Background: an optimization exercise with open tools, aiming at small area and a short achievable clock period. Do not read the settings as production practice.
RTL that was checked went through simulation tests only; none was proved equivalent to the original.
No activity file was given, so power comes from the tool's default toggle rates.

## gelu_lut_module
module gelu_lut_module (
    input                       clk,
    input                       rst_n,
    input                       in_valid,
    input      signed [15:0]    in_data,
    output reg                  out_valid,
    output reg signed [10:0]    out_data
);
Size in the first run: roughly 420 cells after synthesis, ~24 flip-flops, ~31 I/O pins, about 0.0025 mm2 of cells after synthesis.
Settings: LEC_CHECK=0, ABC_AREA=1, CAP_MARGIN=80, CORE_MARGIN=2, CORE_UTILIZATION=40, SLEW_MARGIN=80; clock period 5.0 ns.
standard.sh (not shown) runs the stock make flow with config.mk's settings and CLKGATE_MAP_FILE= SYNTH_SCRIPT=/design/flow/synth_recipe.tcl, a recipe that flattens the netlist after the stock synthesis.
==> flow/flow/run.sh <==
#!/bin/bash
set -euo pipefail
bash standard.sh ADDER_MAP_FILE= \
  "BUFFER_PORTS_ARGS=-buffer_cell sky130_fd_sc_hd__buf_1" \
  "CTS_ARGS=-sink_clustering_enable -repair_clock_nets -dont_use_dummy_load" \
  finish > run_make.log 2>&1
The first run completed without violations.
Change:
--- a/flow/config.mk
+++ b/flow/config.mk
@@ -8,5 +8,6 @@
 export ABC_AREA = 1
-export CAP_MARGIN = 80
+export CAP_MARGIN = 70
 export CORE_MARGIN = 2
 export CORE_UTILIZATION = 40
-export SLEW_MARGIN = 80
+export SETUP_SLACK_MARGIN = 2.75
+export SLEW_MARGIN = 70
Die area is unchanged.
Cell area rose by about 17%.
Worst setup slack gains 0.19 ns.
Wire length rose by 9.0%.
Worst hold slack stays flat.
Via count rose by 8.3%.
Total power rose by about 13%.
Critical path depth rose by 1.
Flip-flop and latch count is unchanged.
Synthesized cell count is unchanged.
Utilization rose by 7.6 points.
No functional check of the RTL was part of any run of this note.

* * *

== build 94 ==
Another version of the RTL of gelu_lut_module (not shown whole).
Size: roughly 420 cells after synthesis, ~30 flip-flops, about 31 I/O pins, about 2400 um2 of cells after synthesis.
==> flow/config.mk <==
export PLATFORM = sky130hd
export DESIGN_NAME = gelu_lut_module
export DESIGN_NICKNAME = gelu_lut_module
export VERILOG_FILES = /design/flow/design.v
export SDC_FILE = /design/flow/constraint.sdc
export NUM_CORES = 4
export LEC_CHECK = 0
export ABC_AREA = 1
export CAP_MARGIN = 70
export CORE_MARGIN = 2
export CORE_UTILIZATION = 40
export SETUP_SLACK_MARGIN = 2.65
export SLEW_MARGIN = 70
export TNS_END_PERCENT = 5
==> flow/constraint.sdc <==
create_clock -name core_clock -period 5.0 [get_ports {clk}]
set_input_delay 1.0000 -clock core_clock [delete_from_list [all_inputs] [get_ports {clk}]]
set_output_delay 1.0000 -clock core_clock [all_outputs]
set_load 0.01 [all_outputs]
==> flow/flow/run.sh <==
#!/bin/bash
set -euo pipefail
args=()
while IFS= read -r line || [[ -n "$line" ]]; do
  [[ -z "$line" || "$line" == \#* ]] && continue
  args+=("$line")
done < flow/make_args.txt
bash standard.sh "${args[@]}" finish > run_make.log 2>&1
==> flow/flow/make_args.txt <==
ADDER_MAP_FILE=
BUFFER_PORTS_ARGS=-buffer_cell sky130_fd_sc_hd__buf_1
CTS_ARGS=-sink_clustering_enable -repair_clock_nets -dont_use_dummy_load
Input-level comparison between build 92 and build 94:
Settings: a change of SETUP_SLACK_MARGIN from 2.65 to 2.85.
Findings:
Going from build 94 to build 92, aggregate routed wire length increased 11%, path length in cells of the critical path moved up, post-layout worst setup margin now sits lower, buffer share of cell area went up.
Build 92 vs build 94 on post-layout minimum cycle time: build 92 is the higher one.
The post-route fraction of the period consumed by the critical path number comes out lower for build 94 vs build 92.
Re number of fill cells: build 92 is 51 down on build 94.
Sort build 94 and build 92 by maximum vdd ir drop asc -> top: build 94
For build 10, these inputs were changed with respect to build 92:
Settings: SETUP_SLACK_MARGIN: 2.85 -> 2.75.
Register-to-register slack in build 10 is 0.06 ns above build 92. The final reports for build 10 and build 92 show relative slew slack higher in the former. Between build 10 and build 92, area of all placed cells without fillers is lower for build 10, build 92 comes in above that. Per the comparison of build 10 with build 92, share of total power in combinational logic moved down; routed wire length moved down; core utilization moved down; global-route usage moved down; number of combinational gates with multiple inputs level. Sort build 10 and build 92 by non-clock buffer count, descending, and build 92 comes first. Compare build 10 and build 92 | setup slack higher: build 10. Global-route wire length before repair in build 10 vs build 92: down about 7%.
Function was not checked in any run of this note: the RTL went through the layout flow alone.

* * *

Another version of the RTL of gelu_lut_module (not shown whole).
Size in the first run: about 420 cells after synthesis, roughly 29 flip-flops, ~31 I/O pins, ~0.0030 sq mm of cells after synthesis.
export LEC_CHECK = 0
export ABC_AREA = 0
export CAP_MARGIN = 70
export CORE_MARGIN = 2
export CORE_UTILIZATION = 40
export SETUP_SLACK_MARGIN = 2.65
export SLEW_MARGIN = 70
export TNS_END_PERCENT = 5
create_clock -name core_clock -period 5.0 [get_ports {clk}]
Scripts as last shown in full above: flow/flow/run.sh, flow/flow/make_args.txt
The first run passed the timing, design-rule and antenna checks.
Change:
--- a/flow/flow/run.sh
+++ b/flow/flow/run.sh
@@ -2,0 +3,3 @@
+rm -rf orfs_scripts
+cp -r "$FLOW_HOME/scripts" orfs_scripts
+cp flow/abc_area.script orfs_scripts/abc_area.script
@@ -8 +11 @@
-bash standard.sh "${args[@]}" finish > run_make.log 2>&1
+bash standard.sh "SCRIPTS_DIR=$PWD/orfs_scripts" "${args[@]}" finish > run_make.log 2>&1
==> flow/flow/abc_area.script (new file) <==
strash; dch; map -a; topo; stime -c; buffer -c; upsize -c; dnsize -c
Settings changed: ABC_AREA 0 to 1, SETUP_SLACK_MARGIN 2.65 to unset, TNS_END_PERCENT 5 to unset.
Effect: Sequential share of layout area goes up by 7.6 points; worst hold slack stays flat; worst setup slack is better by 0.32 ns; synthesized area goes down by about 22%; fmax goes up by about 11%; power goes down by about 25%; design area goes down by 34%; non-clock buffer count goes down by 44; flip-flop and latch count does not change; register-to-register slack is better by 0.32 ns.
Change:
==> flow/flow/run.sh (replaced) <==
#!/bin/bash
set -euo pipefail
bash standard.sh ADDER_MAP_FILE= \
  "BUFFER_PORTS_ARGS=-buffer_cell sky130_fd_sc_hd__buf_1" \
  "CTS_ARGS=-sink_clustering_enable -repair_clock_nets -dont_use_dummy_load" \
  finish > run_make.log 2>&1
Settings changed: CAP_MARGIN 70 to 60, SETUP_SLACK_MARGIN set to 2.75, SLEW_MARGIN 70 to 60, TNS_END_PERCENT set to 5.
removed: flow/flow/abc_area.script
removed: flow/flow/make_args.txt
Die area is lower by 1.1%.
Final area is higher by 9.0%.
Total power is higher by 4.4%.
Core utilization is higher by 6.0 points.

* * *

gelu_lut_module, a different RTL version from the one above (not shown whole).
For scale: about 420 cells after synthesis, roughly 0.0023 mm^2 of cells after synthesis.
==> flow/config.mk <==
export PLATFORM = sky130hd
export DESIGN_NAME = gelu_lut_module
export DESIGN_NICKNAME = gelu_lut_module
export VERILOG_FILES = /design/flow/design.v
export SDC_FILE = /design/flow/constraint.sdc
export NUM_CORES = 4
export LEC_CHECK = 0
export ABC_AREA = 1
export CAP_MARGIN = 70
export CORE_MARGIN = 2
export CORE_UTILIZATION = 40
export SETUP_SLACK_MARGIN = 2.75
export SLEW_MARGIN = 70
export TNS_END_PERCENT = 5
==> flow/constraint.sdc <==
create_clock -name core_clock -period 5.0 [get_ports {clk}]
set_input_delay 1.0000 -clock core_clock [delete_from_list [all_inputs] [get_ports {clk}]]
set_output_delay 1.0000 -clock core_clock [all_outputs]
set_load 0.01 [all_outputs]
==> flow/flow/run.sh <==
#!/bin/bash
set -euo pipefail
args=()
while IFS= read -r line || [[ -n "$line" ]]; do
  [[ -z "$line" || "$line" == \#* ]] && continue
  args+=("$line")
done < flow/make_args.txt
bash standard.sh "${args[@]}" finish > run_make.log 2>&1
==> flow/flow/make_args.txt <==
ADDER_MAP_FILE=
BUFFER_PORTS_ARGS=-buffer_cell sky130_fd_sc_hd__buf_1
CTS_ARGS=-sink_clustering_enable -repair_clock_nets -dont_use_dummy_load
The starting point passed the timing, design-rule and antenna checks.
Rerun with:
SETUP_SLACK_MARGIN = 2.65   (was 2.75)
Synthesized area does not change.
Synthesized cell count does not change.
Non-clock buffer count increases by 1.
Routed wire length decreases by about 2.7%.
Worst hold slack is about the same.
Function was not checked in any run of this note: the RTL went through the layout flow alone.

* * *

Setup of job 101:
gelu_lut_module with an RTL version that a note above also has.
Size: about 410 cells after synthesis, roughly 31 I/O pins, roughly 2400 sq um of cells after synthesis.
Design gelu_lut_module, start of the top module:
module gelu_lut_module (
    input                       clk,
    input                       rst_n,
    input                       in_valid,
    input      signed [15:0]    in_data,
    output reg                  out_valid,
    output     signed [10:0]    out_data
);
Settings: LEC_CHECK=0, ABC_AREA=1, CAP_MARGIN=70, CORE_MARGIN=2, CORE_UTILIZATION=40, SETUP_SLACK_MARGIN=2.7, SLEW_MARGIN=70, TNS_END_PERCENT=5; clock period 5.0 ns.
==> flow/flow/make_args.txt <==
ADDER_MAP_FILE=
BUFFER_PORTS_ARGS=-buffer_cell sky130_fd_sc_hd__buf_1
CTS_ARGS=-sink_clustering_enable -repair_clock_nets -dont_use_dummy_load
SKIP_GATE_CLONING=1
SKIP_BUFFER_REMOVAL=1
Scripts as last shown in full above: flow/flow/run.sh
Job 101 reached the end of the flow, and the finished layout is clean on the timing, design-rule and antenna checks.
> inputs changed (job 101 -> job 102)
==> flow/flow/run.sh <==
#!/bin/bash
set -euo pipefail
bash standard.sh ADDER_MAP_FILE= \
  "BUFFER_PORTS_ARGS=-buffer_cell sky130_fd_sc_hd__buf_1" \
  "CTS_ARGS=-sink_clustering_enable -repair_clock_nets -dont_use_dummy_load" \
  finish > run_make.log 2>&1
-- flow/config.mk --
<<< job 101, line 10
export CORE_MARGIN = 2
export CORE_UTILIZATION = 40
export SETUP_SLACK_MARGIN = 2.7
export SLEW_MARGIN = 70
export TNS_END_PERCENT = 5
>>> job 102, line 10
export CORE_MARGIN = 2
export CORE_UTILIZATION = 40
export SETUP_SLACK_MARGIN = 2.9
export SLEW_MARGIN = 70
removed: flow/flow/make_args.txt
==> run summary <==
Job 102 ended with less part of the cycle the worst path needs than job 101. On hold slack, job 102 tracks job 101 almost exactly. Non-clock buffer count (job 102 vs. job 101) increases by more than a quarter. The global-route usage number comes out lower for job 101 vs job 102. Going from job 101 to job 102, cell area grows by about 15%. Re first-pass GRT wire length: job 102 and job 101 aren't equal, and the higher value belongs to job 102. Changes observed in job 102 relative to job 101: worst setup slack grew by 0.10 ns, multi-input combinational area share shrank by 0.25 points, power after layout grew by 12%, routed wire length grew by about 9%.

[afterwards: timing with drivers on the ports]
In the flow no input, the clock included, has a driving cell. The finished layouts below were timed again as built, in two steps. Step 1: set_driving_cell puts a clkbuf_16 on clk and a buf_2 on each other input, an assumption about the parent block. Step 2 also shifts input and output timing later by t, the mid clock arrival at the registers, as if the neighbouring blocks saw the same clock. a / b / c = no drivers / after step 1 / after step 2; a / b = the first two.
| run | shift t [ns] | slack for setup (ns) | worst setup path after step 2 |
|---|---|---|---|
| the first run of note 1 | 0.291 | 2.646 / 2.646 / 2.646 | register to register |
| the second run of note 1 | 0.293 | 2.836 / 2.836 / 2.738 | input to register |
| build 94 | 0.299 | 2.752 / 2.752 / 2.619 | input to register |
| build 92 | 0.297 | 2.682 / 2.682 / 2.682 | register to register |
| build 10 | 0.298 | 2.739 / 2.739 / 2.619 | input to register |
| the first run of note 3 | 0.310 | 1.843 / 1.843 / 1.843 | register to register |
| the second run of note 3 | 0.294 | 2.167 / 2.167 / 2.167 | register to register |
| the third run of note 3 | 0.301 | 2.796 / 2.767 / 2.681 | input to register |
| the first run of note 4 | 0.295 | 2.809 / 2.809 / 2.665 | input to register |
| the second run of note 4 | 0.297 | 2.790 / 2.790 / 2.665 | input to register |
| job 101 | 0.295 | 2.806 / 2.779 / 2.627 | input to register |
| job 102 | 0.295 | 2.906 / 2.879 / 2.763 | input to register |
After both steps setup and hold are still met in every run listed. For job 101, which loses most, drivers alone change the setup slack by -0.027 ns; drivers and shift together by -0.179 ns.
